Background: an optimization exercise with open tools, aiming at small area. Do not read the settings as production practice.
Where RTL was checked, it was by simulation tests only, not by an equivalence proof against the original.
The RTL of run 6 was laid out without a check of its function.

**flow/config.mk**
```make
export PLATFORM = sky130hd
export DESIGN_NAME = arp_packet_generator
export DESIGN_NICKNAME = arp_packet_generator
export VERILOG_FILES = /design/flow/design.v
export SDC_FILE = /design/flow/constraint.sdc
export NUM_CORES = 4
export LEC_CHECK = 0
export CAP_MARGIN = 20
export CORE_MARGIN = 2
export CORE_UTILIZATION = 40
export SETUP_SLACK_MARGIN = -0.3
export SLEW_MARGIN = 20
```
**flow/constraint.sdc**
```tcl
create_clock -name core_clock -period 5.0 [get_ports {clk}]
set_input_delay 1.0000 -clock core_clock [delete_from_list [all_inputs] [get_ports {clk}]]
set_output_delay 1.0000 -clock core_clock [all_outputs]
set_load 0.01 [all_outputs]
```
**flow/design.v**
```verilog
package arp_packet_generator_package;
	localparam [7:0] PRE_BYTE = 8'h55;
	localparam [7:0] SFD = 8'hd5;
	localparam [15:0] ARP_ETHERTYPE = 16'h0806;
	localparam [15:0] HTYPE = 16'd1;
	localparam [15:0] PTYPE = 16'h0800;
	localparam [7:0] HLEN = 8'd6;
	localparam [7:0] PLEN = 8'd4;
endpackage
package crc_32_byte_package;
	localparam [31:0] CRC_POLY_REFL = 32'hedb88320;
endpackage
import crc_32_byte_package::*;
module crc_32_byte
(
	input wire [31:0] crc_in,
	input wire [7:0] idx,
	input wire fill,
	output logic [31:0] crc_next
);
	always_comb begin
		logic [31:0] c;
		c = {24'd0, idx};
		for (int i = 0; i < 8; i++)
			c = c[0] ? ((c >> 1) ^ CRC_POLY_REFL) : (c >> 1);
		crc_next = {{8{fill}}, crc_in[31:8]} ^ c;
	end
endmodule
import arp_packet_generator_package::*;
import crc_32_byte_package::*;
module arp_packet_generator
(
	input wire clk,
	input wire rst_n,
	input wire [47:0] src_mac_add,
	input wire [47:0] des_mac_add,
	input wire [31:0] src_ip_add,
	input wire [31:0] des_ip_add,
	input wire [15:0] operator,
	input wire req,
	output logic gmii_tx_en,
	output logic [7:0] gmii_txd
);
	logic [6:0] st;
	logic [7:0] ring_a [16];
	logic [7:0] ring_b [6];
	logic [31:0] crc;
	logic [31:0] crc_next;
	logic accept;
	logic sel_a, sel_b1, sel_b2, sel_fcs;
	logic [7:0] field_byte;
	logic [7:0] const_byte;
	logic crc_feed;
	logic [7:0] idx;
	assign accept = req && (st == 7'd0 || st == 7'd73);
	always_ff @(posedge clk or negedge rst_n) begin
		if (!rst_n)
			st <= 7'd0;
		else if (st == 7'd0 || st == 7'd73)
			st <= {6'd0, req};
		else
			st <= st + 7'd1;
	end
	always_ff @(posedge clk) begin
		if (accept) begin
			ring_a[9]  <= ~des_mac_add[47:40];
			ring_a[10] <= ~des_mac_add[39:32];
			ring_a[11] <= ~des_mac_add[31:24];
			ring_a[12] <= ~des_mac_add[23:16];
			ring_a[13] <= ~des_mac_add[15:8];
			ring_a[14] <= ~des_mac_add[7:0];
			ring_a[15] <= ~src_mac_add[47:40];
			ring_a[0]  <= ~src_mac_add[39:32];
			ring_a[1]  <= ~src_mac_add[31:24];
			ring_a[2]  <= ~src_mac_add[23:16];
			ring_a[3]  <= ~src_mac_add[15:8];
			ring_a[4]  <= ~src_mac_add[7:0];
			ring_a[5]  <= ~src_ip_add[31:24];
			ring_a[6]  <= ~src_ip_add[23:16];
			ring_a[7]  <= ~src_ip_add[15:8];
			ring_a[8]  <= ~src_ip_add[7:0];
			ring_b[5] <= ~operator[15:8];
			ring_b[0] <= ~operator[7:0];
			ring_b[1] <= ~des_ip_add[31:24];
			ring_b[2] <= ~des_ip_add[23:16];
			ring_b[3] <= ~des_ip_add[15:8];
			ring_b[4] <= ~des_ip_add[7:0];
		end else begin
			for (int i = 0; i < 16; i++)
				ring_a[i] <= ~ring_a[(i + 1) % 16];
			for (int i = 0; i < 6; i++)
				ring_b[i] <= ~ring_b[(i + 1) % 6];
		end
	end
	always_comb begin
		sel_a = (st >= 7'd10 && st <= 7'd21) || (st >= 7'd32 && st <= 7'd47);
		sel_b1 = (st == 7'd30 || st == 7'd31);
		sel_b2 = (st >= 7'd48 && st <= 7'd51);
		sel_fcs = (st >= 7'd70 && st <= 7'd73);
		crc_feed = (st >= 7'd10 && st <= 7'd69);
		case (st)
			7'd2, 7'd3, 7'd4, 7'd5, 7'd6, 7'd7, 7'd8: const_byte = PRE_BYTE;
			7'd9:  const_byte = SFD;
			7'd22: const_byte = ARP_ETHERTYPE[15:8];
			7'd23: const_byte = ARP_ETHERTYPE[7:0];
			7'd24: const_byte = HTYPE[15:8];
			7'd25: const_byte = HTYPE[7:0];
			7'd26: const_byte = PTYPE[15:8];
			7'd27: const_byte = PTYPE[7:0];
			7'd28: const_byte = HLEN;
			7'd29: const_byte = PLEN;
			default: const_byte = 8'd0;
		endcase
	end
	logic [7:0] tap_raw;
	assign tap_raw = ({8{sel_a}} & ring_a[0]) | ({8{sel_b1}} & ring_b[0]) |
	                 ({8{sel_b2}} & ring_b[2]);
	assign field_byte = tap_raw ^ {8{st[0] & (sel_a | sel_b1 | sel_b2)}};
	assign idx = {8{crc_feed}} & (crc[7:0] ^ gmii_txd);
	crc_32_byte u0
	(
		.crc_in(crc),
		.idx(idx),
		.fill(!crc_feed),
		.crc_next(crc_next)
	);
	always_ff @(posedge clk)
		crc <= crc_next;
	assign gmii_tx_en = (st >= 7'd2 && st <= 7'd73);
	assign gmii_txd = field_byte | const_byte | ({8{sel_fcs}} & ~crc[7:0]);
endmodule
```
**flow/flow/run.sh**
```bash
#!/bin/bash
# Layout with the standard ORFS flow (standard.sh), with these changes:
#  - synthesis maps the logic with ABC's area mapper (flow/synth_area.tcl);
#  - the input and output ports get the smallest buffer (buf_1);
#  - clock tree synthesis inserts no dummy loads and uses clkbuf_4 buffers with clusters of at most 10 sinks.
set -e
export FLOW_WORK=$PWD
sed "s#SYNTH_SCRIPT=[^ ]*#SYNTH_SCRIPT=$PWD/flow/synth_area.tcl#" standard.sh > standard_area.sh
grep -q "SYNTH_SCRIPT=$PWD/flow/synth_area.tcl" standard_area.sh
export BUFFER_PORTS_ARGS="-buffer_cell sky130_fd_sc_hd__buf_1"
export CTS_ARGS="-sink_clustering_enable -repair_clock_nets -dont_use_dummy_load -buf_list {sky130_fd_sc_hd__clkbuf_4} -sink_clustering_size 10 -sink_clustering_max_diameter 300"
bash standard_area.sh > standard.log 2>&1
```
**flow/flow/area.abc**
```
strash
dch -f
amap
```
**flow/flow/synth_area.tcl**
```tcl
# The standard synthesis (synth_recipe.tcl, which this sources unchanged),
# except that the technology mapping of the combinational logic uses ABC's
# area-oriented mapper (area.abc) instead of ORFS's delay-oriented script.
set area_abc_script [file join [file dirname [file normalize [info script]]] area.abc]
proc abc {args} {
  set i [lsearch -exact $args -script]
  if { $i >= 0 } {
    lset args [expr { $i + 1 }] $::area_abc_script
  }
  yosys abc {*}$args
}
source $::env(FLOW_WORK)/synth_recipe.tcl
```
**flow/standard.sh**
```bash
#!/bin/bash
# synth_recipe.tcl (not shown) runs the flow's synth.tcl, then flattens the netlist and writes it again
# the make line also repeats each setting of config.mk as NAME=value (left out here)
make -C /OpenROAD-flow-scripts/flow DESIGN_CONFIG=/design/flow/config.mk WORK_HOME=/design/flow/orfs CLKGATE_MAP_FILE= SYNTH_SCRIPT=/design/flow/synth_recipe.tcl "${@:-finish}"
```
==> results of run 1 <==
[synth_stat cells (all sizes together), types with 3 or more instances]
| cell | number | share of area |
|---|---|---|
| dfxtp | 208 | 0.62 |
| o22ai | 206 | 0.19 |
| nor2 | 52 | 0.029 |
| clkinv | 33 | 0.018 |
| a21oi | 32 | 0.024 |
| o21ai | 22 | 0.016 |
| nand2 | 18 | 0.010 |
| a211oi | 11 | 0.012 |
| a222oi | 8 | 0.012 |
| dfrtp | 7 | 0.026 |
| xor2 | 7 | 0.0091 |
| ha | 6 | 0.011 |
| nor3 | 5 | 0.0037 |
| nor2b | 4 | 0.0037 |
| nand3 | 3 | 0.0022 |
[cell type report]
class	instances	area, um2
clock buffers	25	188
diodes	2	5.00
fillers	1620	8400
flip-flops and latches	215	4340
well taps	220	275
repair buffers	203	835
multi-input cells	388	2360
inverters	33	126
[metrics by stage]
stage,std cells
floorplan,636
global placement,1059
detailed placement,1059
CTS,1084
global route,1086
finish,1086
[sequential cells by signal, indices dropped and copies added (netlist names)]
name and count:
ring_a 128, st 7, ring_b 48, crc 32
[what timing repair did]
item / 4_1_cts / 5_1_grt
gates resized for setup: 0 / 6
endpoints found under the setup margin: 0 / 3
setup buffers: 0 / 0
[final timing paths]
path                                from  cells after the start      endpoint
max in group asynchronous          rst_n                      1         st[5]
max reg2reg                        st[2]                     19       crc[18]
min in group core_clock    ring_a[10][0]                      1  ring_a[9][0]
max                                st[2]                     19       crc[18]
min                                rst_n                      1         st[0]
min reg2reg                ring_a[10][0]                      1  ring_a[9][0]
[cells by family after synthesis]
group,Yosys count,share of synthesized area
and+or+nand+nor,86,0.0524
adders and majority gates,6,0.0111
xor gates and xnor gates,8,0.0104
AOI/OAI and AO/OA,288,0.266
DFF,215,0.642
buffers and inverters,33,0.0183
[critical path, stage by stage, from the launching register on]
cell and delay (ns):
dfrtp_1 0.46, clkinv_1 0.18, nor2_1 0.16, nand2_1 0.09, nor2_1 0.17, clkinv_1 0.11
a31oi_1 0.27, o32ai_4 0.19, o31ai_1 0.32, clkinv_1 0.25, o21ai_0 0.36, nor2_1 0.07
a211oi_1 0.35, clkinv_1 0.15, o22ai_1 0.39, clkinv_1 0.21, a21oi_1 0.32, clkinv_1 0.18
o22ai_1 0.18, xor2_1 0.17
[layer usage]
| metal | global-route usage | vias up | share of wire |
|---|---|---|---|
| met5 | 0 | - | 0 |
| met4 | 0.0632 | 0 | 0.031 |
| met3 | 0.0469 | 39 | 0.079 |
| met2 | 0.319 | 245 | 0.46 |
| met1 | 0.245 | 2604 | 0.43 |
| li1 | - | 2943 | - |
==> reports/metrics.yaml, run 1 <==
outcome:
  status: "timing/DRC/antenna clean"
drt:
  drc: 0
  wl_mm: 17.9
  vias: 5831
  via_per_inst: 5.37
  drt_iter0_drc: 324
  dr.pass1.iters: 7
  routedWlPerCell_um: 16.5
  ant_nets: 0
final_layout:
  utilization: 0.492
  final_cell_mix: "dfxtp_1, o22ai_1, buf_1"
  drive_above_1_share: 0.0579
  finalNetCount: 1051
  syn_to_final_growth_pct: 20.3
  fin_area_um2: 8130
  final_common_cell: "dfxtp_1"
sta:
  hold_viol: 0
  fin_tns_setup_ns: 0
  worst_slack_ns: 0.348
  drv_slew: 0
  setup_viol: 0
  slew_headroom: 0.278
  post-route-period-util: 0.930
  tightest_slew_ns: 1.08
  fin_crit_ns: 4.65
  fin_skew_ns: 0.0444
  max_clock_freq_mhz: 215
  holdWs_ns: 0.276
synthesis:
  syn_nets: 821
  ys_async_sr_fraction: 0.0326
  avgSynthCellArea_um2: 10.6
  synth_edf_count: 0
  ys_ff_latch: 215
  yosysWarnings: 4
  syn_area_um2: 6760
  synth_ff_type: "dfxtp_1"
  syn_inst: 636
  yosysUniqueCellTypes: 27
  ys_seq_area_frac: 0.642
cts:
  holdBufCountCts: 0
  cts_max_level: 1
  cts_tree: "built"
  cts_made_buffers: 25
  clock_latency_ns: 0.62
  numClockSinks: 215
  clkTransAtPathRegs_ns: 0.11
  clk_path_buf_depth: 3
  root_buffer: "clkbuf_4"
global_routing:
  antenna_found_initial: 1
  overflow: 0
  track_usage: 0.192
  grt_pass1_vias: 5677
  grt_max_degree: 177
  grt_pass1_wl_mm: 27.9
critical_path:
  cp-end-kind: "flip-flop"
  critPathArrivalTime_ns: 5.19
  cp_data_required_time_ns: 5.54
  crit_fanout: 9
  reg2reg_setup_slack_ns: 0.35
  crit_type: "flip-flop to flip-flop"
  cp-start-kind: "flip-flop"
place:
  place_ws_ns: 0.333
  place_area_um2: 7900
  portBuffers: 187
  place.gp.congestion: 0.927
  hpwl_mm: 12.6
die:
  die_h_um: 134
  die_area_um2: 18000
  initial_core_util: 0.409
  num_io_pins: 188
  rows: 47
  core_area_um2: 16500
  die_x_um: 134
min_path:
  hp-class: "input port to async pin"
run:
  max_cap_viol_count: 0
==> inputs of run 2 (changes only) <==
--- a/flow/flow/run.sh
+++ b/flow/flow/run.sh
@@ -7,6 +7,7 @@
 export FLOW_WORK=$PWD
 sed "s#SYNTH_SCRIPT=[^ ]*#SYNTH_SCRIPT=$PWD/flow/synth_area.tcl#" standard.sh > standard_area.sh
 grep -q "SYNTH_SCRIPT=$PWD/flow/synth_area.tcl" standard_area.sh
+export RECOVER_POWER=100
 export BUFFER_PORTS_ARGS="-buffer_cell sky130_fd_sc_hd__buf_1"
 export CTS_ARGS="-sink_clustering_enable -repair_clock_nets -dont_use_dummy_load -buf_list {sky130_fd_sc_hd__clkbuf_4} -sink_clustering_size 10 -sink_clustering_max_diameter 300"
 bash standard_area.sh > standard.log 2>&1
--- a/flow/config.mk
+++ b/flow/config.mk
@@ -8,5 +8,4 @@
 export CAP_MARGIN = 20
 export CORE_MARGIN = 2
 export CORE_UTILIZATION = 40
-export SETUP_SLACK_MARGIN = -0.3
 export SLEW_MARGIN = 20
==> reports/metrics.yaml, run 2 <==
outcome:
  status: "complete, but fails checks"
  so_faults: "max-capacitance violations, max-slew violations"
die:
  num_io_pins: 188
  rows: 47
  die_x_um: 134
  core_area_um2: 16500
  die_area_um2: 18000
  die_h_um: 134
  initial_core_util: 0.409
synthesis:
  synth_top_cell_by_area: "dfxtp_1"
  syn_area_um2: 6760
  synth.top_cell.area_share: 0.616
  ys_seq_area_frac: 0.642
  synth_ff_type: "dfxtp_1"
  syn_nets: 821
  syn_inst: 636
  avgSynthCellArea_um2: 10.6
  synth_most_common_cell: "dfxtp_1"
  yosysUniqueCellTypes: 27
  ys_ff_latch: 215
  synth_area_leaders: "dfxtp_1, o22ai_1, nor2_1, dfrtp_1, a21oi_1"
  yosysWarnings: 4
  synthTopCellsByCount: "dfxtp_1, o22ai_1, nor2_1, clkinv_1, a21oi_1"
  ys_async_sr_fraction: 0.0326
  synth_edf_count: 0
place:
  portBuffers: 187
  hpwl_mm: 12.6
  place.gp.congestion: 0.927
drt:
  wl_mm: 17.9
  drc: 0
  vias: 5842
  via_per_inst: 5.37
  drt_iter0_drc: 333
  ant_nets: 0
  routedWlPerCell_um: 16.5
  dr.pass1.iters: 5
final_layout:
  finalNetCount: 1052
  top_regs: "ring_a: 128 flops, ring_b: 48 flops, crc: 32 flops"
  syn_to_final_growth_pct: 20.6
  final_common_cell: "dfxtp_1"
  ff_latch_area_um2: 4340
  final_cell_mix: "dfxtp_1, o22ai_1, buf_1"
  largest_register: "ring_a"
  multi_input_area_um2: 2390
  nFillCells: 1624
  drive_above_1_share: 0.0659
  largest_register_ffs: 128
run:
  max_cap_viol_count: 1
min_path:
  hp-class: "input port to async pin"
sta:
  fin_crit_ns: 4.54
  holdWs_ns: 0.279
  tightest_slew_ns: 2.24
  slew_headroom: -0.497
  hold_viol: 0
  fin_skew_ns: 0.0442
  max_clock_freq_mhz: 220
  post-route-period-util: 0.908
  setup_viol: 0
  drv_slew: 70
global_routing:
  grt_max_degree: 177
  grt_pass1_vias: 5677
  grt_pass1_wl_mm: 27.9
  antenna_found_initial: 1
  track_usage: 0.192
  overflow: 0
critical_path:
  crit_type: "flip-flop to flip-flop"
  cp_data_required_time_ns: 5.36
  critPathArrivalTime_ns: 4.90
  crit_fanout: 176
  cp-start-kind: "flip-flop"
  cp-end-kind: "flip-flop"
cts:
  root_buffer: "clkbuf_4"
  numClockSinks: 215
  cts_tree: "built"
  clk_path_buf_depth: 3
  cts_made_buffers: 25
  clkTransAtPathRegs_ns: 0.11
  clock_latency_ns: 0.61
  cts_max_level: 1
==> run 2: cell types whose count changed in the layout (fill, tap and decap cells not counted), sizes merged <==
| cell | change |
|---|---|
| clkbuf | +4 |
| buf | -3 |
| clkinv | -2 |
| inv | +2 |
==> run 2: through the flow <==
step / util / worst slack (ns) / std cells / TNS [ns] / cell area [um2]
floorplan: - / 0.0734 / 636 / 0 / 6770
global placement: 0.478 / 0.481 / 1059 / 0 / 7900
detailed placement: 0.478 / 0.333 / 1059 / 0 / 7900
CTS: 0.489 / 0.292 / 1084 / 0 / 8090
global route: 0.493 / -0.0465 / 1087 / -0.0630 / 8150
finish: 0.493 / 0.461 / 1087 / 0 / 8150
==> run 2: worst max-delay path, stage by stage, from the launching register on <==
cell      delay [ns]
dfrtp_1         0.43
clkinv_1        0.14
ha_1            0.18
nand3_1         0.17
nor3_1          0.24
a31o_1          0.28
nand2_1         1.27
inv_4           0.31
buf_6           0.92
o22ai_1         0.19
==> run 2: routing by layer <==
metal / routed length (um) / GRT usage / share of wire / vias to the layer above
li1: - / - / - / 2936
met1: 7720 / 0.245 / 0.43 / 2631
met2: 8240 / 0.319 / 0.46 / 235
met3: 1410 / 0.0469 / 0.079 / 40
met4: 545 / 0.0632 / 0.030 / 0
met5: 0 / 0 / 0 / -
==> run 2: kinds of logic (layout without fill, tap and decap cells) <==
| group | Yosys count | after routing | synth area share |
|---|---|---|---|
| AOI/OAI and AO/OA | 288 | 288 | 0.266 |
| other | 0 | 2 | 0 |
| xor gates and xnor gates | 8 | 8 | 0.0104 |
| buffers and inverters | 33 | 262 | 0.0183 |
| DFF | 215 | 215 | 0.642 |
| and+or+nand+nor | 86 | 86 | 0.0524 |
| adders and majority gates | 6 | 6 | 0.0111 |
==> run 2: path summary, 6_finish.rpt <==
path | from | to | slack (ns) | cells past startpoint
min | rst_n | st[0] | 0.28 | 1
min in group core_clock | ring_a[10][0] | ring_a[9][0] | 0.39 | 1
min reg2reg | ring_a[10][0] | ring_a[9][0] | 0.39 | 1
max | st[1] | ring_a[0][6] | 0.46 | 9
max reg2reg | st[1] | ring_a[0][6] | 0.46 | 9
max in group asynchronous | rst_n | st[5] | 4.40 | 1
==> run 2: repair_timing <==
| item | in CTS | in global routing |
|---|---|---|
| resized for setup | 0 | 18 |
| endpoints found under the setup margin | 0 | 13 |
| setup buffers | 0 | 1 |
| hold buffers | 0 | 0 |
==> run 2: area by class of cell <==
class / instances / area share
sequential: 215 / 0.533
multi-input combinational: 388 / 0.294
timing repair buffer: 204 / 0.101
tap: 220 / 0.0338
clock buffer: 25 / 0.0230
inverter: 33 / 0.0155
antenna: 2 / 0.000614
==> inputs of run 3 (changes only) <==
--- a/flow/flow/run.sh
+++ b/flow/flow/run.sh
@@ -7,7 +7,6 @@
 export FLOW_WORK=$PWD
 sed "s#SYNTH_SCRIPT=[^ ]*#SYNTH_SCRIPT=$PWD/flow/synth_area.tcl#" standard.sh > standard_area.sh
 grep -q "SYNTH_SCRIPT=$PWD/flow/synth_area.tcl" standard_area.sh
-export RECOVER_POWER=100
 export BUFFER_PORTS_ARGS="-buffer_cell sky130_fd_sc_hd__buf_1"
 export CTS_ARGS="-sink_clustering_enable -repair_clock_nets -dont_use_dummy_load -buf_list {sky130_fd_sc_hd__clkbuf_4} -sink_clustering_size 10 -sink_clustering_max_diameter 300"
 bash standard_area.sh > standard.log 2>&1
==> reports/metrics.yaml, run 3 <==
cts:
  holdBufCountCts: 0
  clock_latency_ns: 0.62
  numClockSinks: 215
  clk_path_buf_depth: 3
  cts_made_buffers: 25
  clkTransAtPathRegs_ns: 0.11
  root_buffer: "clkbuf_4"
  cts_tree: "built"
  cts_max_level: 1
die:
  die_h_um: 134
  num_io_pins: 188
  die_x_um: 134
  core_area_um2: 16500
  rows: 47
  die_area_um2: 18000
  initial_core_util: 0.409
sta:
  post-route-period-util: 0.894
  max_clock_freq_mhz: 224
  slew_headroom: 0.290
  fin_skew_ns: 0.0443
  tightest_slew_ns: 1.07
  drv_slew: 0
  setup_viol: 0
  holdWs_ns: 0.277
  fin_crit_ns: 4.47
  hold_viol: 0
synthesis:
  syn_nets: 821
  synth_edf_count: 0
  synth.top_cell.area_share: 0.616
  synthTopCellsByCount: "dfxtp_1, o22ai_1, nor2_1, clkinv_1, a21oi_1"
  synth_area_leaders: "dfxtp_1, o22ai_1, nor2_1, dfrtp_1, a21oi_1"
  synth_most_common_cell: "dfxtp_1"
  ys_async_sr_fraction: 0.0326
  ys_seq_area_frac: 0.642
  yosysUniqueCellTypes: 27
  syn_area_um2: 6760
  ys_ff_latch: 215
  yosysWarnings: 4
  avgSynthCellArea_um2: 10.6
  synth_ff_type: "dfxtp_1"
  syn_inst: 636
  synth_top_cell_by_area: "dfxtp_1"
final_layout:
  final_common_cell: "dfxtp_1"
  fin_area_um2: 8180
  final_cell_mix: "dfxtp_1, o22ai_1, buf_1"
  finalNetCount: 1052
  largest_register: "ring_a"
  nFillCells: 1617
  syn_to_final_growth_pct: 21.1
  top_regs: "ring_a: 128 flops, ring_b: 48 flops, crc: 32 flops"
  utilization: 0.495
  largest_register_ffs: 128
  drive_above_1_share: 0.0705
global_routing:
  track_usage: 0.192
  overflow: 0
  grt_pass1_wl_mm: 27.9
  antenna_found_initial: 1
  grt_pass1_vias: 5677
  grt_max_degree: 177
drt:
  drc: 0
  via_per_inst: 5.38
  drt_iter0_drc: 369
  vias: 5843
  wl_mm: 17.9
  ant_nets: 0
  routedWlPerCell_um: 16.5
  dr.pass1.iters: 5
outcome:
  status: "timing/DRC/antenna clean"
critical_path:
  cp-end-kind: "output pin"
  cp-start-kind: "flip-flop"
  critical_path.top_delay_family: "compound AO/OA/AOI/OAI gates"
  cp_cell_sequence: "clkinv_1, nor2_1, nand2_1, nor2_1, clkinv_1, a31oi_1, o32ai_4, a222oi_1, nor2_1, a221oi_1, o21ai_1, buf_1"
  cp_data_required_time_ns: 4.00
  crit_fanout: 9
  cpPeakStageDelay_ns: 0.49
  path_common_cell: "nor2_1"
  crit_path_top_delay_cell: "a222oi_1"
  critPathArrivalTime_ns: 3.47
  critical_path_buf_inv_count: 3
  crit_type: "flip-flop to output pin"
run:
  max_cap_viol_count: 0
min_path:
  hp-class: "input port to async pin"
place:
  place_area_um2: 7900
  hpwl_mm: 12.6
  place.gp.congestion: 0.927
  portBuffers: 187
==> run 3: timing repair <==
action | CTS | global route
hold endpoints to repair | 0 | 0
buffers inserted | 0 | 1
setup endpoints to repair | 0 | 13
resized for setup | 0 | 18
==> run 3: kinds of logic after synthesis <==
family                   share of synthesized area
buffers and inverters                       0.0183
adder cells (fa/ha/maj)                     0.0111
flip-flops                                   0.642
AO/OA/AOI/OAI                                0.266
XOR/XNOR                                    0.0104
AND/OR/NAND/NOR                             0.0524
==> run 3: stage by stage <==
stage,setup WS (ns),std cells,TNS (ns)
6_report,0.528,1087,0
3_5_place_dp,0.333,1059,0
4_1_cts,0.292,1084,0
3_3_place_gp,0.481,1059,0
5_1_grt,-0.0465,1087,-0.0630
2_1_floorplan,0.0734,636,0
==> run 3: path summary, 6_finish.rpt <==
kind	slack, ns	end	start	depth (start not counted)
min in group core_clock	0.39	ring_a[9][0]	ring_a[10][0]	1
worst max register to register	0.56	crc[20]	st[2]	22
max in group asynchronous	4.39	st[5]	rst_n	1
worst max-delay path	0.53	gmii_txd[3]	st[2]	12
worst min-delay path	0.28	st[0]	rst_n	1
worst min register to register	0.39	ring_a[9][0]	ring_a[10][0]	1
==> run 3: cell type report <==
class	instances	area, um2	share of cell area
Sequential cell	215	4340	0.530
Inverter	33	126	0.0154
Clock buffer	25	188	0.0229
Timing Repair Buffer	204	842	0.103
Multi-Input combinational cell	388	2410	0.294
Antenna cell	2	5.00	0.000612
Tap cell	220	275	0.0336
==> run 3: layer usage <==
metal,vias up,part of all wire,GRT usage
li1,2933,-,-
met1,2637,0.43,0.245
met2,234,0.46,0.319
met3,39,0.079,0.0469
met4,0,0.031,0.0632
met5,-,0,0
==> inputs of run 4 (changes only) <==
--- a/flow/config.mk
+++ b/flow/config.mk
@@ -8,4 +8,6 @@
 export CAP_MARGIN = 20
 export CORE_MARGIN = 2
 export CORE_UTILIZATION = 40
+export GPL_TIMING_DRIVEN = 0
+export SETUP_SLACK_MARGIN = -0.45
 export SLEW_MARGIN = 20
==> reports/metrics.yaml, run 4 <==
final_layout:
  top_regs: "ring_a: 128 flops, ring_b: 48 flops, crc: 32 flops"
  syn_to_final_growth_pct: 21.4
  finalNetCount: 1047
  largest_register: "ring_a"
  largest_register_ffs: 128
  finalNonFillerCells: 1081
  final_common_cell: "dfxtp_1"
  drive_above_1_share: 0.0733
  final_cell_mix: "dfxtp_1, o22ai_1, buf_1"
  nFillCells: 1650
  utilization: 0.497
cts:
  clkTransAtPathRegs_ns: 0.12
  cts_tree: "built"
  cts_made_buffers: 25
  holdBufCountCts: 0
  clock_latency_ns: 0.65
  clk_path_buf_depth: 3
  cts_max_level: 1
  numClockSinks: 215
  root_buffer: "clkbuf_4"
sta:
  fin_crit_ns: 5.05
  holdWs_ns: 0.234
  fin_tns_setup_ns: -0.0914
  post-route-period-util: 1.01
  hold_viol: 0
  max_clock_freq_mhz: 198
  drv_slew: 0
  slew_headroom: 0.304
  fin_skew_ns: 0.0911
  tightest_slew_ns: 1.03
  worst_slack_ns: -0.0477
  rsz0062_at_grt: "yes"
  setup_viol: 2
global_routing:
  antenna_found_initial: 1
  grt_pass1_wl_mm: 28.3
  grt_max_degree: 177
  grt_pass1_vias: 5762
  track_usage: 0.192
  overflow: 0
critical_path:
  reg2reg_to: "crc[23]"
  regToRegStartpoint: "st[2]"
  crit_type: "flip-flop to flip-flop"
  critPathArrivalTime_ns: 5.53
  cp_data_required_time_ns: 5.48
  ff2ff_path_depth: 23
  cp-end-kind: "flip-flop"
  cp-start-kind: "flip-flop"
  crit_fanout: 7
  reg2reg_setup_slack_ns: -0.05
die:
  die_h_um: 134
  core_area_um2: 16500
  die_x_um: 134
  die_area_um2: 18000
  initial_core_util: 0.409
  num_io_pins: 188
  rows: 47
drt:
  dr.pass1.iters: 5
  via_per_inst: 5.41
  drt_iter0_drc: 308
  routedWlPerCell_um: 16.4
  drc: 0
  ant_nets: 0
  wl_mm: 17.7
  vias: 5852
synthesis:
  syn_nets: 821
  synth_ff_type: "dfxtp_1"
  ys_seq_area_frac: 0.642
  syn_area_um2: 6760
  synth_edf_count: 0
  yosysUniqueCellTypes: 27
  ys_ff_latch: 215
  synth_most_common_cell: "dfxtp_1"
  ys_async_sr_fraction: 0.0326
  syn_inst: 636
  avgSynthCellArea_um2: 10.6
  synth_area_leaders: "dfxtp_1, o22ai_1, nor2_1, dfrtp_1, a21oi_1"
  synth.top_cell.area_share: 0.616
  synth_top_cell_by_area: "dfxtp_1"
  synthTopCellsByCount: "dfxtp_1, o22ai_1, nor2_1, clkinv_1, a21oi_1"
  yosysWarnings: 4
min_path:
  hp-class: "input port to async pin"
outcome:
  so_faults: "negative setup slack"
  status: "complete, but fails checks"
place:
  portBuffers: 187
  hpwl_mm: 12.1
  place.gp.congestion: 0.827
  placed_cells: 1047
  place_ws_ns: -1.34
run:
  max_cap_viol_count: 0
run 4: cell counts after synthesis:
Identical to the previous run, type by type.
run 4: cells by family after synthesis:
family / share of synthesized area
AOI/OAI and AO/OA: 0.266
DFF: 0.642
and+or+nand+nor: 0.0524
buffers and inverters: 0.0183
xor gates and xnor gates: 0.0104
adders and majority gates: 0.0111
run 4: cell type report:
| class | count | area (um2) | share of cell area |
|---|---|---|---|
| flip-flops and latches | 215 | 4340 | 0.529 |
| multi-input cells | 388 | 2460 | 0.299 |
| repair buffers | 199 | 810 | 0.0986 |
| well taps | 220 | 275 | 0.0335 |
| clock buffers | 25 | 188 | 0.0229 |
| inverters | 33 | 136 | 0.0166 |
| diodes | 1 | 2.50 | 0.000305 |
run 4: per-layer routing:
| metal | vias to the layer above | share of wire | global-route usage |
|---|---|---|---|
| met5 | - | 0 | 0 |
| met2 | 209 | 0.46 | 0.322 |
| li1 | 2919 | - | - |
| met1 | 2687 | 0.45 | 0.246 |
| met4 | 0 | 0.027 | 0.0621 |
| met3 | 37 | 0.066 | 0.0416 |
run 4: critical path, cell delays in order (launching register included):
cell,delay (ns)
dfrtp_1,0.47
clkinv_1,0.19
nor2_1,0.19
nand2_1,0.09
nor2_1,0.16
clkinv_1,0.11
a31oi_1,0.24
o32ai_2,0.15
buf_4,0.21
o31ai_4,0.38
buf_4,0.18
nor2_1,0.04
a21oi_1,0.16
nor2_1,0.09
o21ai_0,0.20
nor2_1,0.14
a211oi_4,0.38
clkinv_1,0.24
o22ai_1,0.31
clkinv_1,0.13
o22ai_1,0.27
clkinv_1,0.13
o22ai_1,0.32
o21ai_0,0.12
run 4: through the flow:
stage / cell area (um2)
floorplan: 6770
global placement: 7740
detailed placement: 7830
CTS: 8070
global route: 8210
finish: 8210
run 4: worst max-delay path by stage:
stage	from	endpoint	slack (ns)	cells past startpoint
after floorplan	st[6]	crc[19]	0.07	17
after global placement	st[3]	crc[19]	-1.79	16
after detailed placement	st[6]	crc[19]	-1.34	17
after CTS	st[2]	crc[23]	-0.38	20
after global routing	st[2]	crc[23]	-0.51	23
final	st[2]	crc[23]	-0.05	23
run 4: repair_timing:
| item | in CTS | in global routing |
|---|---|---|
| resized for setup | 10 | 20 |
| setup buffers | 0 | 8 |
| endpoints found under the setup margin | 25 | 17 |
| pin swaps | 0 | 9 |
==> inputs of run 5 (changes only) <==
--- a/flow/config.mk
+++ b/flow/config.mk
@@ -8,6 +8,5 @@
 export CAP_MARGIN = 20
 export CORE_MARGIN = 2
 export CORE_UTILIZATION = 40
-export GPL_TIMING_DRIVEN = 0
 export SETUP_SLACK_MARGIN = -0.45
 export SLEW_MARGIN = 20
==> reports/metrics.yaml, run 5 <==
outcome:
  status: "timing/DRC/antenna clean"
synthesis:
  ys_seq_area_frac: 0.642
  synth_ff_type: "dfxtp_1"
  syn_nets: 821
  synth_edf_count: 0
  synth_adder_area_share: 0.0111
  synth_compound_area_frac: 0.266
  ys_ff_latch: 215
  synth.top_cell.area_share: 0.616
  synth_mux_area_frac: 0
  synth_top_cell_by_area: "dfxtp_1"
  yosys.area_share.simple: 0.0524
  syn_inst: 636
  yosysUniqueCellTypes: 27
  synthTopCellsByCount: "dfxtp_1, o22ai_1, nor2_1, clkinv_1, a21oi_1"
  ys_async_sr_fraction: 0.0326
  synth_top_family_by_area: "compound AO/OA/AOI/OAI gates"
  syn_area_um2: 6760
  synth_area_leaders: "dfxtp_1, o22ai_1, nor2_1, dfrtp_1, a21oi_1"
  avgSynthCellArea_um2: 10.6
  synth_most_common_cell: "dfxtp_1"
  synth_xor_area_frac: 0.0104
  yosysWarnings: 4
cts:
  clkTransAtPathRegs_ns: 0.12
  cts_made_buffers: 25
  clk_path_buf_depth: 3
  numClockSinks: 215
  root_buffer: "clkbuf_4"
  clock_latency_ns: 0.62
  post-cts-setup-buffers: 0
  cts_tree: "built"
  cts_max_level: 1
place:
  hpwl_mm: 12.6
  placed_cells: 1059
  portBuffers: 187
  place.gp.congestion: 0.927
critical_path:
  crit_type: "flip-flop to flip-flop"
  crit_fanout: 9
  reg2reg_setup_slack_ns: 0.34
  cpPeakStageDelay_ns: 0.46
  critPathArrivalTime_ns: 5.15
  crit_path_top_delay_cell: "dfrtp_1"
  path_common_cell: "clkinv_1"
  cp_data_required_time_ns: 5.49
  cp-start-kind: "flip-flop"
  cp_cell_sequence: "clkinv_1, nor2_1, nand2_1, nor2_1, clkinv_1, a31oi_1, o32ai_4, o31ai_1, clkinv_1, a221oi_1, o21ai_0, a211oi_1, clkinv_1, o22ai_1, clkinv_1, o22ai_1, clkinv_1, o22ai_1, o21ai_0"
  cp-end-kind: "flip-flop"
drt:
  drt_iter0_drc: 288
  wl_mm: 17.9
  via_per_inst: 5.39
  ant_nets: 0
  vias: 5850
  drc: 0
  dr.pass1.iters: 7
  routedWlPerCell_um: 16.5
min_path:
  hp-class: "input port to async pin"
final_layout:
  largest_register_ffs: 128
  largest_register: "ring_a"
  syn_to_final_growth_pct: 20.1
  drive_above_1_share: 0.0544
  finalNonFillerCells: 1086
  final_common_cell: "dfxtp_1"
  final_cell_mix: "dfxtp_1, o22ai_1, buf_1"
  finalNetCount: 1051
  top_regs: "ring_a: 128 flops, ring_b: 48 flops, crc: 32 flops"
sta:
  tightest_slew_ns: 1.06
  fin_skew_ns: 0.0451
  setup_viol: 0
  fin_tns_setup_ns: 0
  post-route-period-util: 0.931
  max_clock_freq_mhz: 215
  drv_slew: 0
  fin_crit_ns: 4.66
  slew_headroom: 0.292
  hold_viol: 0
die:
  die_x_um: 134
  rows: 47
  die_area_um2: 18000
  die_h_um: 134
  core_area_um2: 16500
  num_io_pins: 188
  initial_core_util: 0.409
run:
  max_cap_viol_count: 0
global_routing:
  grt_pass1_wl_mm: 27.9
  antenna_found_initial: 1
  overflow: 0
  grt_pass1_vias: 5677
  track_usage: 0.192
  grt_max_degree: 177
run 5: worst max-delay path: cells and delay by family, from the launching register on:
| family | cells | cell delay, ns |
|---|---|---|
| buffers and inverters | 6 | 1.00 |
| and+or+nand+nor | 3 | 0.42 |
| DFF | 1 | 0.46 |
| AOI/OAI and AO/OA | 10 | 2.66 |
run 5: repair_timing:
action | 4_1_cts | 5_1_grt
resized for setup | 0 | 3
endpoints found under the setup margin | 0 | 2
hold buffers | 0 | 0
run 5: stage by stage:
step | utilization | setup WS [ns] | area, um2 | hold WS, ns
floorplan | - | 0.0734 | 6770 | 0.407
global placement | 0.478 | 0.481 | 7900 | 0.412
detailed placement | 0.478 | 0.333 | 7900 | 0.415
CTS | 0.489 | 0.292 | 8090 | 0.256
global route | 0.491 | -0.380 | 8110 | 0.269
finish | 0.491 | 0.344 | 8110 | 0.275
run 5: path summary, 6_finish.rpt:
check | startpoint | to | cells past startpoint
worst min register to register | ring_a[10][0] | ring_a[9][0] | 1
worst max register to register | st[2] | crc[20] | 19
worst min-delay path | rst_n | st[0] | 1
max in group asynchronous | rst_n | st[5] | 1
min in group core_clock | ring_a[10][0] | ring_a[9][0] | 1
worst max-delay path | st[2] | crc[20] | 19
run 5: kinds of logic after synthesis:
logic type      count (synthesis)
simple gates                   86
compound gates                288
fa+ha+maj                       6
xor+xnor                        8
flops                         215
buf+inv                        33
run 5: final cells by class:
cell class / count / area (um2)
fillers: 1623 / 8410
clock buffers: 25 / 188
inverters: 33 / 126
multi-input cells: 388 / 2350
well taps: 220 / 275
flip-flops and latches: 215 / 4340
diodes: 2 / 5.00
repair buffers: 203 / 835
run 5: layer usage:
layer  global-route usage  wire length, um
met3               0.0469             1440
met4               0.0632              550
met2                0.319             8250
met5                    0                0
met1                0.245             7670
==> inputs of run 6 (changes only) <==
--- a/flow/design.v
+++ b/flow/design.v
@@ -46,23 +46,23 @@
 	logic [7:0] ring_b [6];
 	logic [31:0] crc;
 	logic [31:0] crc_next;
-	logic accept;
+	logic idle_or_last;
 	logic sel_a, sel_b1, sel_b2, sel_fcs;
 	logic [7:0] field_byte;
 	logic [7:0] const_byte;
 	logic crc_feed;
 	logic [7:0] idx;
-	assign accept = req && (st == 7'd0 || st == 7'd73);
+	assign idle_or_last = (st == 7'd0 || st == 7'd73);
 	always_ff @(posedge clk or negedge rst_n) begin
 		if (!rst_n)
 			st <= 7'd0;
-		else if (st == 7'd0 || st == 7'd73)
+		else if (idle_or_last)
 			st <= {6'd0, req};
 		else
 			st <= st + 7'd1;
 	end
 	always_ff @(posedge clk) begin
-		if (accept) begin
+		if (idle_or_last) begin
 			ring_a[9]  <= ~des_mac_add[47:40];
 			ring_a[10] <= ~des_mac_add[39:32];
 			ring_a[11] <= ~des_mac_add[31:24];
==> reports/metrics.yaml, run 6 <==
place:
  portBuffers: 187
  placed_cells: 1065
  place_area_um2: 7980
  hpwl_mm: 12.6
  place.gp.congestion: 0.966
final_layout:
  drive_above_1_share: 0.0654
  syn_to_final_growth_pct: 21.4
  fin_area_um2: 8200
  top_regs: "ring_a: 128 flops, ring_b: 48 flops, crc: 32 flops"
  utilization: 0.496
  largest_register: "ring_a"
  finalNonFillerCells: 1092
  final_cell_mix: "dfxtp_1, o22ai_1, buf_1"
  largest_register_ffs: 128
  finalNetCount: 1058
  nFillCells: 1564
  final_common_cell: "dfxtp_1"
synthesis:
  synthTopCellsByCount: "dfxtp_1, o22ai_1, nor2_1, a21oi_1, clkinv_1"
  synth_most_common_cell: "dfxtp_1"
  syn_nets: 822
  yosysUniqueCellTypes: 25
  synth_top_cell_by_area: "dfxtp_1"
  ys_async_sr_fraction: 0.0326
  yosysWarnings: 4
  ys_ff_latch: 215
  syn_area_um2: 6750
  synth_edf_count: 0
  syn_inst: 637
  synth_ff_type: "dfxtp_1"
  ys_seq_area_frac: 0.643
  synth_area_leaders: "dfxtp_1, o22ai_1, nor2_1, a21oi_1, dfrtp_1"
  synth.top_cell.area_share: 0.617
  avgSynthCellArea_um2: 10.6
die:
  die_area_um2: 17900
  die_h_um: 134
  num_io_pins: 188
  rows: 47
  core_area_um2: 16500
  initial_core_util: 0.409
  die_x_um: 134
cts:
  root_buffer: "clkbuf_4"
  cts_max_level: 1
  cts_resized: 0
  holdBufCountCts: 0
  cts_made_buffers: 25
  clk_path_buf_depth: 3
  clkTransAtPathRegs_ns: 0.11
  numClockSinks: 215
  clock_latency_ns: 0.62
  cts_tree: "built"
  post-cts-setup-buffers: 0
critical_path:
  ff2ff_path_depth: 17
  cp_data_required_time_ns: 5.52
  cpPeakStageDelay_ns: 0.61
  critPathArrivalTime_ns: 5.31
  worst-path-stages: 17
  critical_path.top_delay_family: "compound AO/OA/AOI/OAI gates"
  crit_path_start: "st[3]"
  cp-start-kind: "flip-flop"
  crit_type: "flip-flop to flip-flop"
  regToRegStartpoint: "st[3]"
  crit_fanout: 9
  reg2reg_setup_slack_ns: 0.21
  crit_path_top_delay_cell: "o32ai_2"
  reg2reg_to: "crc[22]"
  cp-end-kind: "flip-flop"
  path_common_cell: "clkinv_1"
  critical_path_buf_inv_count: 4
  crit_path_end: "crc[22]"
  cp_cell_sequence: "clkinv_1, o21ai_0, clkinv_1, o32ai_2, a222oi_1, nor2_1, a21oi_1, or3_1, a211oi_1, clkinv_1, o22ai_1, clkinv_1, o22ai_1, nor2_1, a21oi_1, nor2_1, a21oi_1"
global_routing:
  grt_max_degree: 180
  met2_usage: 0.326
  use_met3: 0.0442
  overflow: 0
  grtUsageMet1: 0.249
  track_usage: 0.196
  grt_pass1_vias: 5658
  top_usage_layer: "met2"
  grt_pass1_wl_mm: 28.4
  antenna_found_initial: 1
drt:
  vias: 5799
  drt_iter0_drc: 340
  dr.pass1.iters: 5
  wl_mm: 18.0
  via_per_inst: 5.31
  drc: 0
  ant_nets: 0
  routedWlPerCell_um: 16.5
sta:
  setup_viol: 0
  max_clock_freq_mhz: 209
  drv_slew: 0
  slew_headroom: 0.424
  fin_crit_ns: 4.79
  tightest_slew_ns: 0.865
  hold_viol: 0
  fin_skew_ns: 0.0747
  post-route-period-util: 0.957
min_path:
  hp-class: "input port to async pin"
outcome:
  status: "timing/DRC/antenna clean"
run:
  max_cap_viol_count: 0
==> run 6: cells by family (layout without fill, tap and decap cells) <==
group,after synthesis,count (layout),synth area share
AOI/OAI and AO/OA,290,290,0.266
xor gates and xnor gates,8,8,0.0104
adders and majority gates,6,6,0.0111
buffers and inverters,32,266,0.0178
DFF,215,215,0.643
other,0,1,0
and+or+nand+nor,86,86,0.0517
==> run 6: worst min path at each step <==
stage | start | to | slack (ns) | depth (start not counted)
2_1_floorplan | ring_a[1][0] | ring_a[0][0] | 0.39 | 1
3_3_place_gp | ring_a[10][5] | ring_a[9][5] | 0.41 | 1
3_5_place_dp | ring_b[1][5] | ring_b[0][5] | 0.41 | 1
4_1_cts | rst_n | st[6] | 0.21 | 1
5_1_grt | rst_n | st[6] | 0.24 | 1
6_report | rst_n | st[6] | 0.27 | 1
==> run 6: stage by stage <==
step / TNS [ns] / hold WS [ns] / setup slack [ns]
floorplan: -438.67 / 0.388 / -2.61
global placement: 0 / 0.405 / 0.496
detailed placement: 0 / 0.408 / 0.347
CTS: 0 / 0.209 / 0.231
global route: -1.98 / 0.236 / -0.412
finish: 0 / 0.267 / 0.213
==> run 6: metal layers <==
metal	routed length, um	share of wire
met1	8000	0.44
met2	8370	0.46
met3	1040	0.058
met4	623	0.035
met5	0	0
==> run 6: area by class of cell <==
type                            instances  area [um2]  share of cell area
Inverter                               32         125              0.0153
Sequential cell                       215        4340               0.529
Tap cell                              220         275              0.0336
Clock buffer                           25         188              0.0229
Antenna cell                            1        2.50            0.000305
Multi-Input combinational cell        390        2360               0.287
Timing Repair Buffer                  209         912               0.111
==> run 6: worst reg2reg max path, cell delays in order, from the launching register on <==
cell	delay, ns
dfrtp_1	0.54
clkinv_1	0.26
o21ai_0	0.31
clkinv_1	0.13
o32ai_2	0.61
a222oi_1	0.29
nor2_1	0.15
a21oi_1	0.05
or3_1	0.36
a211oi_1	0.40
clkinv_1	0.26
o22ai_1	0.29
clkinv_1	0.17
o22ai_1	0.38
nor2_1	0.07
a21oi_1	0.26
nor2_1	0.08
a21oi_1	0.12
==> inputs of run 7 (changes only) <==
--- a/flow/design.v
+++ b/flow/design.v
@@ -46,23 +46,23 @@
 	logic [7:0] ring_b [6];
 	logic [31:0] crc;
 	logic [31:0] crc_next;
-	logic idle_or_last;
+	logic accept;
 	logic sel_a, sel_b1, sel_b2, sel_fcs;
 	logic [7:0] field_byte;
 	logic [7:0] const_byte;
 	logic crc_feed;
 	logic [7:0] idx;
-	assign idle_or_last = (st == 7'd0 || st == 7'd73);
+	assign accept = req && (st == 7'd0 || st == 7'd73);
 	always_ff @(posedge clk or negedge rst_n) begin
 		if (!rst_n)
 			st <= 7'd0;
-		else if (idle_or_last)
+		else if (st == 7'd0 || st == 7'd73)
 			st <= {6'd0, req};
 		else
 			st <= st + 7'd1;
 	end
 	always_ff @(posedge clk) begin
-		if (idle_or_last) begin
+		if (accept) begin
 			ring_a[9]  <= ~des_mac_add[47:40];
 			ring_a[10] <= ~des_mac_add[39:32];
 			ring_a[11] <= ~des_mac_add[31:24];
--- a/flow/flow/run.sh
+++ b/flow/flow/run.sh
@@ -8,5 +8,5 @@
 sed "s#SYNTH_SCRIPT=[^ ]*#SYNTH_SCRIPT=$PWD/flow/synth_area.tcl#" standard.sh > standard_area.sh
 grep -q "SYNTH_SCRIPT=$PWD/flow/synth_area.tcl" standard_area.sh
 export BUFFER_PORTS_ARGS="-buffer_cell sky130_fd_sc_hd__buf_1"
-export CTS_ARGS="-sink_clustering_enable -repair_clock_nets -dont_use_dummy_load -buf_list {sky130_fd_sc_hd__clkbuf_4} -sink_clustering_size 10 -sink_clustering_max_diameter 300"
+export CTS_ARGS="-sink_clustering_enable -repair_clock_nets -dont_use_dummy_load -buf_list {sky130_fd_sc_hd__clkbuf_4} -sink_clustering_size 10 -sink_clustering_max_diameter 300 -balance_levels"
 bash standard_area.sh > standard.log 2>&1
==> reports/metrics.yaml, run 7 <==
outcome:
  status: "timing/DRC/antenna clean"
sta:
  slew_headroom: 0.292
  tightest_slew_ns: 1.06
  fin_skew_ns: 0.0451
  drv_slew: 0
  setup_viol: 0
  post-route-period-util: 0.931
  max_clock_freq_mhz: 215
  fin_crit_ns: 4.66
  hold_viol: 0
  worst_slack_ns: 0.344
final_layout:
  fin_area_um2: 8110
  final_cell_mix: "dfxtp_1, o22ai_1, buf_1"
  final_common_cell: "dfxtp_1"
  finalNetCount: 1051
  largest_register: "ring_a"
  syn_to_final_growth_pct: 20.1
  top_regs: "ring_a: 128 flops, ring_b: 48 flops, crc: 32 flops"
  largest_register_ffs: 128
  finalNonFillerCells: 1086
  utilization: 0.491
  drive_above_1_share: 0.0544
synthesis:
  synth_edf_count: 0
  avgSynthCellArea_um2: 10.6
  syn_nets: 821
  ys_ff_latch: 215
  ys_async_sr_fraction: 0.0326
  synthTopCellsByCount: "dfxtp_1, o22ai_1, nor2_1, clkinv_1, a21oi_1"
  synth_most_common_cell: "dfxtp_1"
  synth_ff_type: "dfxtp_1"
  synth_area_leaders: "dfxtp_1, o22ai_1, nor2_1, dfrtp_1, a21oi_1"
  syn_inst: 636
  yosysWarnings: 4
  synth.top_cell.area_share: 0.616
  yosysUniqueCellTypes: 27
  ys_seq_area_frac: 0.642
  synth_top_cell_by_area: "dfxtp_1"
  syn_area_um2: 6760
place:
  place_ws_ns: 0.333
  placed_cells: 1059
  place_area_um2: 7900
  hpwl_mm: 12.6
  portBuffers: 187
  place.gp.congestion: 0.927
cts:
  cts_max_level: 1
  clkTransAtPathRegs_ns: 0.12
  clock_latency_ns: 0.62
  holdBufCountCts: 0
  cts_tree: "built"
  clk_path_buf_depth: 3
  post-cts-setup-buffers: 0
  numClockSinks: 215
  cts_made_buffers: 25
  root_buffer: "clkbuf_4"
die:
  initial_core_util: 0.409
  num_io_pins: 188
  die_h_um: 134
  die_area_um2: 18000
  die_x_um: 134
  rows: 47
  core_area_um2: 16500
critical_path:
  crit_fanout: 9
  crit_path_top_delay_cell: "dfrtp_1"
  critical_path.top_delay_family: "compound AO/OA/AOI/OAI gates"
  cp-end-kind: "flip-flop"
  crit_type: "flip-flop to flip-flop"
  path_common_cell: "clkinv_1"
  cp_cell_sequence: "clkinv_1, nor2_1, nand2_1, nor2_1, clkinv_1, a31oi_1, o32ai_4, o31ai_1, clkinv_1, a221oi_1, o21ai_0, a211oi_1, clkinv_1, o22ai_1, clkinv_1, o22ai_1, clkinv_1, o22ai_1, o21ai_0"
  cp-start-kind: "flip-flop"
  cpPeakStageDelay_ns: 0.46
  critical_path_buf_inv_count: 6
  cp_data_required_time_ns: 5.49
  critPathArrivalTime_ns: 5.15
drt:
  drt_iter0_drc: 288
  wl_mm: 17.9
  ant_nets: 0
  routedWlPerCell_um: 16.5
  via_per_inst: 5.39
  dr.pass1.iters: 7
  drc: 0
  vias: 5850
min_path:
  hp-class: "input port to async pin"
global_routing:
  grt_pass1_wl_mm: 27.9
  track_usage: 0.192
  grt_pass1_vias: 5677
  antenna_found_initial: 1
  grt_max_degree: 177
  overflow: 0
run:
  max_cap_viol_count: 0
==> run 7: kinds of logic (layout without fill, tap and decap cells) <==
group	count (synthesis)	in the layout	synth area share
buffers and inverters	33	261	0.0183
adder cells (fa/ha/maj)	6	6	0.0111
flip-flops	215	215	0.642
AO/OA/AOI/OAI	288	288	0.266
other	0	2	0
XOR/XNOR	8	8	0.0104
AND/OR/NAND/NOR	86	86	0.0524
==> run 7: final timing paths <==
check | start | endpoint | slack [ns] | cells after the start
setup reg to reg | st[2] | crc[20] | 0.34 | 19
setup / recovery | st[2] | crc[20] | 0.34 | 19
min in group core_clock | ring_a[10][0] | ring_a[9][0] | 0.39 | 1
max in group asynchronous | rst_n | st[5] | 4.40 | 1
hold / removal | rst_n | st[0] | 0.27 | 1
hold reg to reg | ring_a[10][0] | ring_a[9][0] | 0.39 | 1
==> run 7: repair_timing <==
action                                  4_1_cts  5_1_grt
hold endpoints to repair                      0        0
resized for setup                             0        3
endpoints found under the setup margin        0        2
==> run 7: cell type report <==
type	count	area, um2
flip-flops and latches	215	4340
inverters	33	126
fillers	1623	8410
multi-input cells	388	2350
diodes	2	5.00
well taps	220	275
clock buffers	25	188
repair buffers	203	835
==> run 7: per-layer routing <==
metal,wire length (um),up-vias,track usage
met3,1440,39,0.0469
met1,7670,2627,0.245
met5,0,-,0
met4,550,0,0.0632
met2,8250,244,0.319
li1,-,2940,-
==> run 7: per-stage QoR <==
step	hold WS, ns	setup TNS, ns
after CTS	0.256	0
after global placement	0.412	0
final	0.275	0
after detailed placement	0.415	0
after global routing	0.269	-2.16
after floorplan	0.407	0
==> inputs of run 8 (changes only) <==
--- a/flow/flow/run.sh
+++ b/flow/flow/run.sh
@@ -8,5 +8,5 @@
 sed "s#SYNTH_SCRIPT=[^ ]*#SYNTH_SCRIPT=$PWD/flow/synth_area.tcl#" standard.sh > standard_area.sh
 grep -q "SYNTH_SCRIPT=$PWD/flow/synth_area.tcl" standard_area.sh
 export BUFFER_PORTS_ARGS="-buffer_cell sky130_fd_sc_hd__buf_1"
-export CTS_ARGS="-sink_clustering_enable -repair_clock_nets -dont_use_dummy_load -buf_list {sky130_fd_sc_hd__clkbuf_4} -sink_clustering_size 10 -sink_clustering_max_diameter 300 -balance_levels"
+export CTS_ARGS="-sink_clustering_enable -repair_clock_nets -dont_use_dummy_load -buf_list {sky130_fd_sc_hd__clkbuf_4} -sink_clustering_size 12 -sink_clustering_max_diameter 60"
 bash standard_area.sh > standard.log 2>&1
==> reports/metrics.yaml, run 8 <==
critical_path:
  crit_fanout: 10
  cp-start-kind: "flip-flop"
  ff2ff_path_depth: 20
  cp-end-kind: "flip-flop"
  crit_type: "flip-flop to flip-flop"
  critPathArrivalTime_ns: 5.22
  cp_data_required_time_ns: 5.53
synthesis:
  synth_most_common_cell: "dfxtp_1"
  synthTopCellsByCount: "dfxtp_1, o22ai_1, nor2_1, clkinv_1, a21oi_1"
  synth_top_cell_by_area: "dfxtp_1"
  syn_area_um2: 6760
  avgSynthCellArea_um2: 10.6
  synth_edf_count: 0
  synth_area_leaders: "dfxtp_1, o22ai_1, nor2_1, dfrtp_1, a21oi_1"
  yosysUniqueCellTypes: 27
  ys_ff_latch: 215
  synth.top_cell.area_share: 0.616
  syn_nets: 821
  synth_ff_type: "dfxtp_1"
  yosysWarnings: 4
  ys_seq_area_frac: 0.642
  ys_async_sr_fraction: 0.0326
  syn_inst: 636
drt:
  wl_mm: 17.9
  drc: 0
  dr.pass1.iters: 5
  routedWlPerCell_um: 16.5
  via_per_inst: 5.36
  drt_iter0_drc: 341
  vias: 5804
  ant_nets: 0
global_routing:
  overflow: 0
  grt_pass1_vias: 5650
  antenna_found_initial: 1
  grt_max_degree: 177
  grt_pass1_wl_mm: 28.1
  track_usage: 0.193
die:
  die_x_um: 134
  initial_core_util: 0.409
  die_h_um: 134
  core_area_um2: 16500
  num_io_pins: 188
  rows: 47
  die_area_um2: 18000
cts:
  cts_resized: 0
  clock_latency_ns: 0.61
  post-cts-setup-buffers: 0
  holdBufCountCts: 0
  clkTransAtPathRegs_ns: 0.12
  cts_made_buffers: 22
  root_buffer: "clkbuf_4"
  cts_max_level: 1
  cts_tree: "built"
  clk_path_buf_depth: 3
  numClockSinks: 215
place:
  portBuffers: 187
  place_area_um2: 7900
  hpwl_mm: 12.6
  place.gp.congestion: 0.927
final_layout:
  drive_above_1_share: 0.0499
  final_cell_mix: "dfxtp_1, o22ai_1, buf_1"
  fin_area_um2: 8070
  syn_to_final_growth_pct: 19.5
  largest_register: "ring_a"
  finalNetCount: 1048
  final_common_cell: "dfxtp_1"
  top_regs: "ring_a: 128 flops, ring_b: 48 flops, crc: 32 flops"
  largest_register_ffs: 128
sta:
  holdWs_ns: 0.281
  max_clock_freq_mhz: 213
  fin_tns_setup_ns: 0
  slew_headroom: 0.297
  drv_slew: 0
  fin_skew_ns: 0.0591
  setup_viol: 0
  fin_crit_ns: 4.69
  post-route-period-util: 0.937
  tightest_slew_ns: 1.05
  hold_viol: 0
min_path:
  hp-class: "input port to async pin"
run:
  max_cap_viol_count: 0
outcome:
  status: "timing/DRC/antenna clean"
## run 8: cell counts after synthesis
Identical to the previous run, type by type.
## run 8: metal layers
layer  wire length [um]  vias to the layer above  track usage
met5                  0                        -            0
met4                517                        0       0.0638
met3               1390                       37       0.0488
met2               8120                      237        0.324
met1               7840                     2601        0.243
li1                   -                     2929            -
## run 8: worst paths after layout
| kind | to | slack, ns | from |
|---|---|---|---|
| worst max register to register | crc[22] | 0.31 | st[3] |
| min in group core_clock | crc[2] | 0.40 | crc[10] |
| worst max-delay path | crc[22] | 0.31 | st[3] |
| worst min-delay path | st[5] | 0.28 | rst_n |
| max in group asynchronous | st[3] | 4.38 | rst_n |
| worst min register to register | crc[2] | 0.40 | crc[10] |
## run 8: stage by stage
stage          std cells  utilization  setup WS [ns]
5_1_grt             1082        0.489         -0.408
3_3_place_gp        1059        0.478          0.481
6_report            1082        0.489          0.313
4_1_cts             1081        0.488          0.321
2_1_floorplan        636            -         0.0734
3_5_place_dp        1059        0.478          0.333
## run 8: critical path, cell delays in order (launching register included)
cell	delay (ns)
dfrtp_1	0.49
clkinv_1	0.22
nor2_1	0.29
nand2_1	0.16
nor3_1	0.16
a31oi_1	0.08
o32ai_2	0.34
o31ai_1	0.17
buf_4	0.20
nor2_1	0.10
a21oi_1	0.04
or3_1	0.36
a211oi_1	0.35
clkinv_1	0.25
o22ai_1	0.29
clkinv_1	0.19
o22ai_1	0.33
clkinv_1	0.17
a21oi_1	0.28
nor2_1	0.07
a21oi_1	0.11
## run 8: cells by family after synthesis
logic type,after synthesis,synth area share
xor gates and xnor gates,8,0.0104
and+or+nand+nor,86,0.0524
adders and majority gates,6,0.0111
AOI/OAI and AO/OA,288,0.266
buffers and inverters,33,0.0183
DFF,215,0.642
## run 8: layout make-up
class	count	area [um2]
multi-input cells	388	2330
flip-flops and latches	215	4340
fillers	1616	8450
diodes	1	2.50
repair buffers	203	835
inverters	33	126
well taps	220	275
clock buffers	22	165
==> inputs of run 9 (changes only) <==
--- a/flow/flow/run.sh
+++ b/flow/flow/run.sh
@@ -8,5 +8,5 @@
 sed "s#SYNTH_SCRIPT=[^ ]*#SYNTH_SCRIPT=$PWD/flow/synth_area.tcl#" standard.sh > standard_area.sh
 grep -q "SYNTH_SCRIPT=$PWD/flow/synth_area.tcl" standard_area.sh
 export BUFFER_PORTS_ARGS="-buffer_cell sky130_fd_sc_hd__buf_1"
-export CTS_ARGS="-sink_clustering_enable -repair_clock_nets -dont_use_dummy_load -buf_list {sky130_fd_sc_hd__clkbuf_4} -sink_clustering_size 12 -sink_clustering_max_diameter 60"
+export CTS_ARGS="-sink_clustering_enable -repair_clock_nets -dont_use_dummy_load -buf_list {sky130_fd_sc_hd__clkbuf_4} -sink_clustering_size 10 -sink_clustering_max_diameter 50"
 bash standard_area.sh > standard.log 2>&1
==> reports/metrics.yaml, run 9 <==
critical_path:
  cp-end-kind: "flip-flop"
  crit_fanout: 10
  crit_type: "flip-flop to flip-flop"
  cp-start-kind: "flip-flop"
  cp_data_required_time_ns: 5.55
  critPathArrivalTime_ns: 5.28
synthesis:
  synth_edf_count: 0
  ys_ff_latch: 215
  ys_seq_area_frac: 0.642
  avgSynthCellArea_um2: 10.6
  syn_area_um2: 6760
  yosysWarnings: 4
  yosysUniqueCellTypes: 27
  synth_top_cell_by_area: "dfxtp_1"
  synth_most_common_cell: "dfxtp_1"
  ys_async_sr_fraction: 0.0326
  synthTopCellsByCount: "dfxtp_1, o22ai_1, nor2_1, clkinv_1, a21oi_1"
  syn_inst: 636
  synth.top_cell.area_share: 0.616
  synth_ff_type: "dfxtp_1"
  syn_nets: 821
  synth_area_leaders: "dfxtp_1, o22ai_1, nor2_1, dfrtp_1, a21oi_1"
sta:
  tightest_slew_ns: 1.07
  hold_viol: 0
  fin_skew_ns: 0.0580
  drv_slew: 0
  fin_crit_ns: 4.73
  setup_viol: 0
  fin_tns_setup_ns: 0
  holdWs_ns: 0.254
  post-route-period-util: 0.945
  max_clock_freq_mhz: 212
  slew_headroom: 0.288
global_routing:
  grt_max_degree: 177
  track_usage: 0.192
  overflow: 0
  grt_pass1_wl_mm: 28.0
  grt_pass1_vias: 5670
  antenna_found_initial: 1
drt:
  vias: 5837
  ant_nets: 0
  drt_iter0_drc: 271
  drc: 0
  dr.pass1.iters: 5
  via_per_inst: 5.37
  routedWlPerCell_um: 16.5
  wl_mm: 17.9
die:
  die_area_um2: 18000
  die_x_um: 134
  core_area_um2: 16500
  initial_core_util: 0.409
  rows: 47
  die_h_um: 134
  num_io_pins: 188
cts:
  cts_tree: "built"
  root_buffer: "clkbuf_4"
  numClockSinks: 215
  cts_max_level: 1
  clock_latency_ns: 0.64
  holdBufCountCts: 0
  cts_made_buffers: 26
  clk_path_buf_depth: 3
  clkTransAtPathRegs_ns: 0.11
final_layout:
  syn_to_final_growth_pct: 19.9
  finalNetCount: 1052
  top_regs: "ring_a: 128 flops, ring_b: 48 flops, crc: 32 flops"
  final_cell_mix: "dfxtp_1, o22ai_1, buf_1"
  largest_register: "ring_a"
  utilization: 0.490
  final_common_cell: "dfxtp_1"
  drive_above_1_share: 0.0543
  largest_register_ffs: 128
place:
  portBuffers: 187
  place.gp.congestion: 0.927
  hpwl_mm: 12.6
outcome:
  status: "timing/DRC/antenna clean"
run:
  max_cap_viol_count: 0
min_path:
  hp-class: "input port to async pin"
## run 9: cell counts after synthesis
No cell type changed its count.
## run 9: final cells by class
type / count / area [um2]
multi-input cells: 388 / 2330
flip-flops and latches: 215 / 4340
well taps: 220 / 275
inverters: 33 / 126
clock buffers: 26 / 195
fillers: 1615 / 8420
diodes: 2 / 5.00
repair buffers: 203 / 835
## run 9: final timing paths
check                        startpoint           end  slack (ns)  depth (start not counted)
max                               st[3]       crc[22]        0.27                         20
min                               rst_n         st[5]        0.25                          1
max reg2reg                       st[3]       crc[22]        0.27                         20
min reg2reg                ring_b[3][2]  ring_b[2][2]        0.40                          1
max in group asynchronous         rst_n         st[3]        4.42                          1
min in group core_clock    ring_b[3][2]  ring_b[2][2]        0.40                          1
## run 9: metal layers
layer | share of wire | vias to the layer above | wire length (um) | GRT usage
li1 | - | 2944 | - | -
met1 | 0.43 | 2580 | 7670 | 0.244
met2 | 0.45 | 269 | 8070 | 0.320
met3 | 0.087 | 44 | 1570 | 0.0484
met4 | 0.033 | 0 | 590 | 0.0680
met5 | 0 | - | 0 | 0
## run 9: repair_timing
item,in CTS,in global routing
resized for setup,0,1
setup endpoints to repair,0,2
buffers inserted,0,0
## run 9: logic make-up (layout without fill, tap and decap cells)
kind of cell	Yosys count	after routing	share of synthesized area
adders and majority gates	6	6	0.0111
xor gates and xnor gates	8	8	0.0104
AOI/OAI and AO/OA	288	288	0.266
and+or+nand+nor	86	86	0.0524
other	0	2	0
DFF	215	215	0.642
buffers and inverters	33	262	0.0183
## run 9: worst max-delay path, cell delays in order, from the launching register on
cell and delay, ns:
dfrtp_1 0.48, clkinv_1 0.22, nor2_1 0.29, nand2_1 0.16, nor3_1 0.16, a31oi_1 0.08, o32ai_2 0.35, o31ai_1 0.17
buf_4 0.20, nor2_1 0.10, a21oi_1 0.04, or3_1 0.36, a211oi_1 0.35, clkinv_1 0.26, o22ai_1 0.29, clkinv_1 0.20
o22ai_1 0.34, clkinv_1 0.17, a21oi_1 0.28, nor2_1 0.07, a21oi_1 0.11
## run 9: metrics by stage
stage / instance area [um2] / cells / setup slack (ns)
detailed placement: 7900 / 1059 / 0.333
global placement: 7900 / 1059 / 0.481
finish: 8110 / 1087 / 0.273
CTS: 8090 / 1085 / 0.308
global route: 8110 / 1087 / -0.423
floorplan: 6770 / 636 / 0.0734

[port drivers added, routing unchanged]
Ports are ideal in the flow. The routed layouts listed here were re-timed in OpenROAD. Step 1 assumes that a clkbuf_16 drives the clock port and a buf_2 every other input. Step 2 adds t to the input delays and takes it off the output delays; t is the mean of the earliest and latest rising clock arrival at the registers after step 1. Input paths then give back, and output paths get back, about the clock's delay inside the block. Three values: no drivers, after step 1, after step 2; two values: the first two.
| run | shift t [ns] | setup WS [ns] | worst hold slack (ns) | slew at the worst register clock pin (ns) | worst slew at a driven data input, ns |
|---|---|---|---|---|---|
| run 1 | 0.631 | 0.348 / 0.319 / 0.348 | 0.276 / 0.264 / 0.390 | 0.11 / 0.11 | 0.06 |
| run 2 | 0.626 | 0.461 / 0.461 / 0.461 | 0.279 / 0.267 / 0.390 | 0.11 / 0.11 | 0.06 |
| run 3 | 0.630 | 0.528 / 0.491 / 0.555 | 0.277 / 0.265 / 0.390 | 0.11 / 0.11 | 0.06 |
| run 4 | 0.645 | -0.048 / -0.048 / -0.048 | 0.234 / 0.221 / 0.397 | 0.12 / 0.12 | 0.05 |
| run 5 | 0.631 | 0.344 / 0.344 / 0.344 | 0.275 / 0.263 / 0.390 | 0.12 / 0.12 | 0.06 |
| run 6 | 0.621 | 0.213 / 0.213 / 0.213 | 0.267 / 0.250 / 0.376 | 0.12 / 0.12 | 0.07 |
| run 7 | 0.631 | 0.344 / 0.344 / 0.344 | 0.275 / 0.263 / 0.390 | 0.12 / 0.12 | 0.06 |
| run 8 | 0.621 | 0.313 / 0.313 / 0.313 | 0.281 / 0.265 / 0.404 | 0.12 / 0.12 | 0.06 |
| run 9 | 0.649 | 0.273 / 0.273 / 0.273 | 0.254 / 0.241 / 0.405 | 0.11 / 0.11 | 0.06 |
